From an optimization exercise on the open Yosys and OpenROAD flow, aimed at small area; shortcuts taken in it are not production practice.
Function was checked by simulation only, so behaviour that the tests miss may differ from the original.
No driver is modelled on the clock port, so clocking that relies on it looks cheaper here than on a real chip.

## main
// rp_acq
module rp_acq (
    input clk,
    input rst_n,
    input [31:0] gpio_data,
    input [13:0] adc_dat_a_in,
    input ext_trig,
    output [7:0] led_o,
    output [31:0] BRAM_write_address,
    output [31:0] BRAM_write_data,
    output [3:0] BRAM_wren
);
    reg c_st;             
    reg c_prev;           
    reg c_start;          
    reg [23:0] samples;
    reg [23:0] reps;
    reg [5:0] hops;       
    always @(posedge clk) begin
        c_prev <= rst_n & gpio_data[31];
        if (!rst_n) begin
            c_st <= 1'b0;
            c_start <= 1'b0;
            samples <= 24'd0;
            reps <= 24'd0;
            hops <= 6'd0;
        end else begin
            c_st <= ~c_st & (gpio_data[31] ^ c_prev);
            c_start <= c_st & (gpio_data[30:24] == 7'b0000001);
            if (c_st && gpio_data[30:25] == 6'b111110) samples <= gpio_data[23:0];
            if (c_st && gpio_data[30:25] == 6'b111111) reps <= gpio_data[23:0];
            if (c_st && gpio_data[30:25] == 6'b111101) hops <= gpio_data[5:0];
        end
    end
    reg [1:0] st;
    reg last_trig;
    reg [2:0] pc;         
    reg [23:0] slat;      
    reg [23:0] rcnt;      
    reg [13:0] x;         
    reg [24:0] widx;      
    wire run = st[1] & st[0];
    wire [25:0] wc;
    wire [24:0] winc;
    assign wc[0] = 1'b1;
    genvar gi;
    generate for (gi = 0; gi < 25; gi = gi + 1) begin : g_winc
        assign winc[gi] = widx[gi] ^ wc[gi];
        assign wc[gi + 1] = widx[gi] & wc[gi];
    end endgenerate
    wire last = (winc[23:0] == slat);
    wire [24:0] rb;
    wire [23:0] rdec;
    assign rb[0] = 1'b1;
    generate for (gi = 0; gi < 24; gi = gi + 1) begin : g_rdec
        assign rdec[gi] = rcnt[gi] ^ rb[gi];
        assign rb[gi + 1] = rb[gi] & ~rcnt[gi];
    end endgenerate
    always @(posedge clk) begin
        last_trig <= ext_trig;
        if (!rst_n) begin
            st <= 2'd0;
            x <= 14'h1fff;
        end else begin
            case (st)
                2'd0: begin
                    rcnt <= reps;
                    if (c_start) st <= 2'd1;
  ...
For scale: about 200 flip-flops, roughly 14000 sq um of cells after synthesis.
make LEC_CHECK=0 ABC_AREA=1 CAP_MARGIN=20 CORE_MARGIN=2 CORE_UTILIZATION=40 CTS_BUF_LIST=sky130_fd_sc_hd__clkbuf_8 CTS_CLUSTER_DIAMETER=60 CTS_CLUSTER_SIZE=40 SLEW_MARGIN=20 finish   # period 8.0 ns
run.sh (not shown) runs the stock make flow with config.mk's settings and CLKGATE_MAP_FILE= SYNTH_SCRIPT=/design/flow/synth_recipe.tcl, a recipe that flattens the netlist after the stock synthesis.
Both conditions hold for main: the flow ran to the end and the final layout passed the timing, design-rule and antenna checks.
## Diff of input files: the feature branch against main
Settings: clearing CTS_CLUSTER_DIAMETER, which used to be 60; swapping 40 for 30 in CTS_CLUSTER_SIZE; swapping sky130_fd_sc_hd__clkbuf_8 for sky130_fd_sc_hd__clkbuf_2 sky130_fd_sc_hd__clkbuf_4 in CTS_BUF_LIST.
Results
Between main and the feature branch, the delay of the slowest cell on the worst path figures differ only marginally.
Worst reg-to-reg setup slack (higher): the feature branch
[compare] base=main new=the feature branch: final period demand of the worst path dropped 100 ps; non-clock buffer count roughly the same; total of clock buffers placed in the layout +55; post-detailed-routing wire length picked up an extra about 1%; final core utilization went up 0.27 points.

========
rp_acq, a different RTL version from the one above (not shown whole).
For scale: roughly 1200 cells after synthesis, ~130 I/O pins, about 12000 um2 of cells after synthesis.
export LEC_CHECK = 0
export ABC_AREA = 1
export CAP_MARGIN = 0
export CORE_MARGIN = 2
export CORE_UTILIZATION = 40
export GPL_TIMING_DRIVEN = 0
export SLEW_MARGIN = 0
create_clock -name core_clock -period 8.0 [get_ports {clk}]
standard.sh (not shown) runs the stock make flow with config.mk's settings and CLKGATE_MAP_FILE= SYNTH_SCRIPT=/design/flow/synth_recipe.tcl, a recipe that flattens the netlist after the stock synthesis.
==> flow/flow/run.sh <==
#!/bin/bash
# Own layout flow: the standard synthesis, then the combinational logic
# between the standard synthesis's registers and adder cells is re-mapped for
# area with ABC (registers, full and half adders and tie cells are kept as
# they are), then the standard layout with a minimum-size buffer on every
# port.  Each tool writes its full output to a log file in this folder.
set -euo pipefail
W=$PWD
F=$W/flow
R=$W/orfs/results/${FLOW_PLATFORM}/rp_acq/base
YOSYS=${FLOW_HOME}/../tools/install/yosys/bin/yosys
[ -x "$YOSYS" ] || YOSYS=yosys
LIB=${FLOW_HOME}/platforms/${FLOW_PLATFORM}/lib/sky130_fd_sc_hd__tt_025C_1v80.lib

bash standard.sh synth > $W/log_1_standard_synth.log 2>&1
cp $R/1_2_yosys.v $W/standard_synth.v

python3 $F/reopt.py $W/standard_synth.v $W/reopt_in.v > $W/log_2_reopt_py.log 2>&1
$YOSYS -p "read_liberty -lib $LIB; read_verilog $W/reopt_in.v; hierarchy -top ${FLOW_TOP}; opt -purge; techmap; opt -fast; abc -liberty $LIB -dont_use *probe* -dont_use *lpflow* -script $F/reopt.abc; opt_clean -purge; setundef -zero; hilomap -singleton -hicell sky130_fd_sc_hd__conb_1 HI -locell sky130_fd_sc_hd__conb_1 LO; splitnets; opt_clean -purge; check; stat -liberty $LIB; write_verilog -noattr -nohex -nodec $W/reopt_out.v" > $W/log_3_reopt_yosys.log 2>&1
cp $W/reopt_out.v $R/1_2_yosys.v

CTS="-sink_clustering_enable -repair_clock_nets -dont_use_dummy_load -buf_list \"sky130_fd_sc_hd__clkbuf_8 sky130_fd_sc_hd__clkbuf_16\""
bash standard.sh BUFFER_PORTS_ARGS="-buffer_cell sky130_fd_sc_hd__buf_1" CTS_ARGS="$CTS" finish > $W/log_4_standard_layout.log 2>&1
Other scripts of this flow, unchanged in this note and not shown: flow/flow/libfunc.py, flow/flow/reopt.abc, flow/flow/reopt.py
The starting point died in clock tree synthesis.
Change:
--- a/flow/flow/run.sh
+++ b/flow/flow/run.sh
@@ -22 +22 @@
-CTS="-sink_clustering_enable -repair_clock_nets -dont_use_dummy_load -buf_list \"sky130_fd_sc_hd__clkbuf_8 sky130_fd_sc_hd__clkbuf_16\""
+CTS="-sink_clustering_enable -repair_clock_nets -dont_use_dummy_load -buf_list {sky130_fd_sc_hd__clkbuf_8 sky130_fd_sc_hd__clkbuf_16}"
Effect:
- The changed run finished with timing, DRC and antenna clean
- synthesized cell count is unchanged
- synthesized area stays the same
Change:
--- a/flow/flow/run.sh
+++ b/flow/flow/run.sh
@@ -22,2 +22,5 @@
-CTS="-sink_clustering_enable -repair_clock_nets -dont_use_dummy_load -buf_list {sky130_fd_sc_hd__clkbuf_8 sky130_fd_sc_hd__clkbuf_16}"
-bash standard.sh BUFFER_PORTS_ARGS="-buffer_cell sky130_fd_sc_hd__buf_1" CTS_ARGS="$CTS" finish > $W/log_4_standard_layout.log 2>&1
+CTS="-sink_clustering_enable -repair_clock_nets -dont_use_dummy_load -buf_list sky130_fd_sc_hd__clkbuf_8 -sink_clustering_size 20 -sink_clustering_max_diameter 40"
+MK=(BUFFER_PORTS_ARGS="-buffer_cell sky130_fd_sc_hd__buf_1" CTS_ARGS="$CTS")
+bash standard.sh "${MK[@]}" cts > $W/log_4_standard_to_cts.log 2>&1
+CTS_ODB=$R/4_cts.odb CTS_BIG=16 CTS_SMALL=8 openroad -no_init -exit $F/cts_resize.tcl > $W/log_5_cts_resize.log 2>&1
+bash standard.sh "${MK[@]}" finish > $W/log_6_standard_layout.log 2>&1
==> flow/flow/cts_resize.tcl (new file) <==
# Size each clock tree buffer by the number of flip-flop clock pins it
# drives, so no clock pin sees a slow edge, then re-legalize the placement.
read_db $::env(CTS_ODB)
set block [ord::get_db_block]
set db [ord::get_db]
proc master {name} { return [[ord::get_db] findMaster $name] }
set changed 0
foreach inst [$block getInsts] {
  set m [[$inst getMaster] getName]
  if {![string match "sky130_fd_sc_hd__clkbuf_*" $m]} { continue }
  set out [$inst findITerm X]
  if {$out == "NULL"} { continue }
  set net [$out getNet]
  if {$net == "NULL" || [$net getSigType] != "CLOCK"} { continue }
  set ff 0
  set bufs 0
  foreach it [$net getITerms] {
    if {[$it isOutputSignal]} { continue }
    set mm [[$it getInst] getMaster]
    if {[string match "*clkbuf*" [$mm getName]]} { incr bufs } else { incr ff }
  }
  if {$bufs > 0} { continue }
  if {$ff >= $::env(CTS_BIG)} {
    set want sky130_fd_sc_hd__clkbuf_16
  } elseif {$ff <= $::env(CTS_SMALL)} {
    set want sky130_fd_sc_hd__clkbuf_4
  } else {
    set want sky130_fd_sc_hd__clkbuf_8
  }
  if {$want != $m} {
    puts "[$inst getName]: $ff flip-flops, $m -> $want"
    $inst swapMaster [master $want]
    incr changed
  }
}
puts "clock buffers resized: $changed"
detailed_placement
check_placement -verbose
write_db $::env(CTS_ODB)
The new run passed the timing, design-rule and antenna checks.
Count of clock-buffer cells in the layout does not change.
Die area stays the same.
Hold slack is worse by 0.033 ns.
Cell area is lower by about 1.4%.
Utilization is lower by 0.64 points.
Change:
--- a/flow/flow/run.sh
+++ b/flow/flow/run.sh
@@ -22,5 +22,2 @@
-CTS="-sink_clustering_enable -repair_clock_nets -dont_use_dummy_load -buf_list sky130_fd_sc_hd__clkbuf_8 -sink_clustering_size 20 -sink_clustering_max_diameter 40"
-MK=(BUFFER_PORTS_ARGS="-buffer_cell sky130_fd_sc_hd__buf_1" CTS_ARGS="$CTS")
-bash standard.sh "${MK[@]}" cts > $W/log_4_standard_to_cts.log 2>&1
-CTS_ODB=$R/4_cts.odb CTS_BIG=16 CTS_SMALL=8 openroad -no_init -exit $F/cts_resize.tcl > $W/log_5_cts_resize.log 2>&1
-bash standard.sh "${MK[@]}" finish > $W/log_6_standard_layout.log 2>&1
+CTS="-sink_clustering_enable -repair_clock_nets -dont_use_dummy_load -buf_list \"sky130_fd_sc_hd__clkbuf_4 sky130_fd_sc_hd__clkbuf_8 sky130_fd_sc_hd__clkbuf_16\""
+bash standard.sh BUFFER_PORTS_ARGS="-buffer_cell sky130_fd_sc_hd__buf_1" CTS_ARGS="$CTS" finish > $W/log_4_standard_layout.log 2>&1
removed: flow/flow/cts_resize.tcl
Result: This time the run did not get past clock tree synthesis. Synthesized area is unchanged. Synthesized cell count does not change.
Change:
--- a/flow/flow/run.sh
+++ b/flow/flow/run.sh
@@ -22 +22 @@
-CTS="-sink_clustering_enable -repair_clock_nets -dont_use_dummy_load -buf_list \"sky130_fd_sc_hd__clkbuf_4 sky130_fd_sc_hd__clkbuf_8 sky130_fd_sc_hd__clkbuf_16\""
+CTS="-sink_clustering_enable -repair_clock_nets -dont_use_dummy_load -buf_list sky130_fd_sc_hd__clkbuf_16"
Effect: Now the flow ran to the end with no violations; area after synthesis is unchanged; synthesized cell count does not change.

==> what the ideal ports hide <==
No port has a modelled driver above. Below, the same layouts with a new extraction and two added sets of constraints. Step 1: set_driving_cell puts a clkbuf_16 on clk and a buf_2 on each other input, an assumption about the parent block. Step 2 adds t to the input delays and takes it off the output delays; t is the mean of the earliest and latest rising clock arrival at the registers after step 1. Input paths then give back, and output paths get back, about the clock's delay inside the block. Slacks: ideal ports / drivers / drivers and shift; pairs: ideal ports / drivers.
run | shift t [ns] | slack for setup (ns) | worst setup path at the end | clock arrival spread, ns | worst register clock-pin slew, ns
main | 0.631 | 1.317 / 1.317 / 1.317 | register to register | 0.022 / 0.022 | 0.11 / 0.11
the feature branch | 0.734 | 1.419 / 1.419 / 1.419 | register to register | 0.060 / 0.060 | 0.08 / 0.08
the second run of note 2 | 0.487 | 0.424 / 0.424 / 0.424 | register to register | 0.033 / 0.033 | 0.08 / 0.08
the third run of note 2 | 0.533 | 0.404 / 0.404 / 0.404 | register to register | 0.030 / 0.030 | 0.10 / 0.10
the fifth run of note 2 | 0.487 | 0.424 / 0.424 / 0.424 | register to register | 0.033 / 0.033 | 0.08 / 0.08
After both steps every run listed still meets setup and hold.
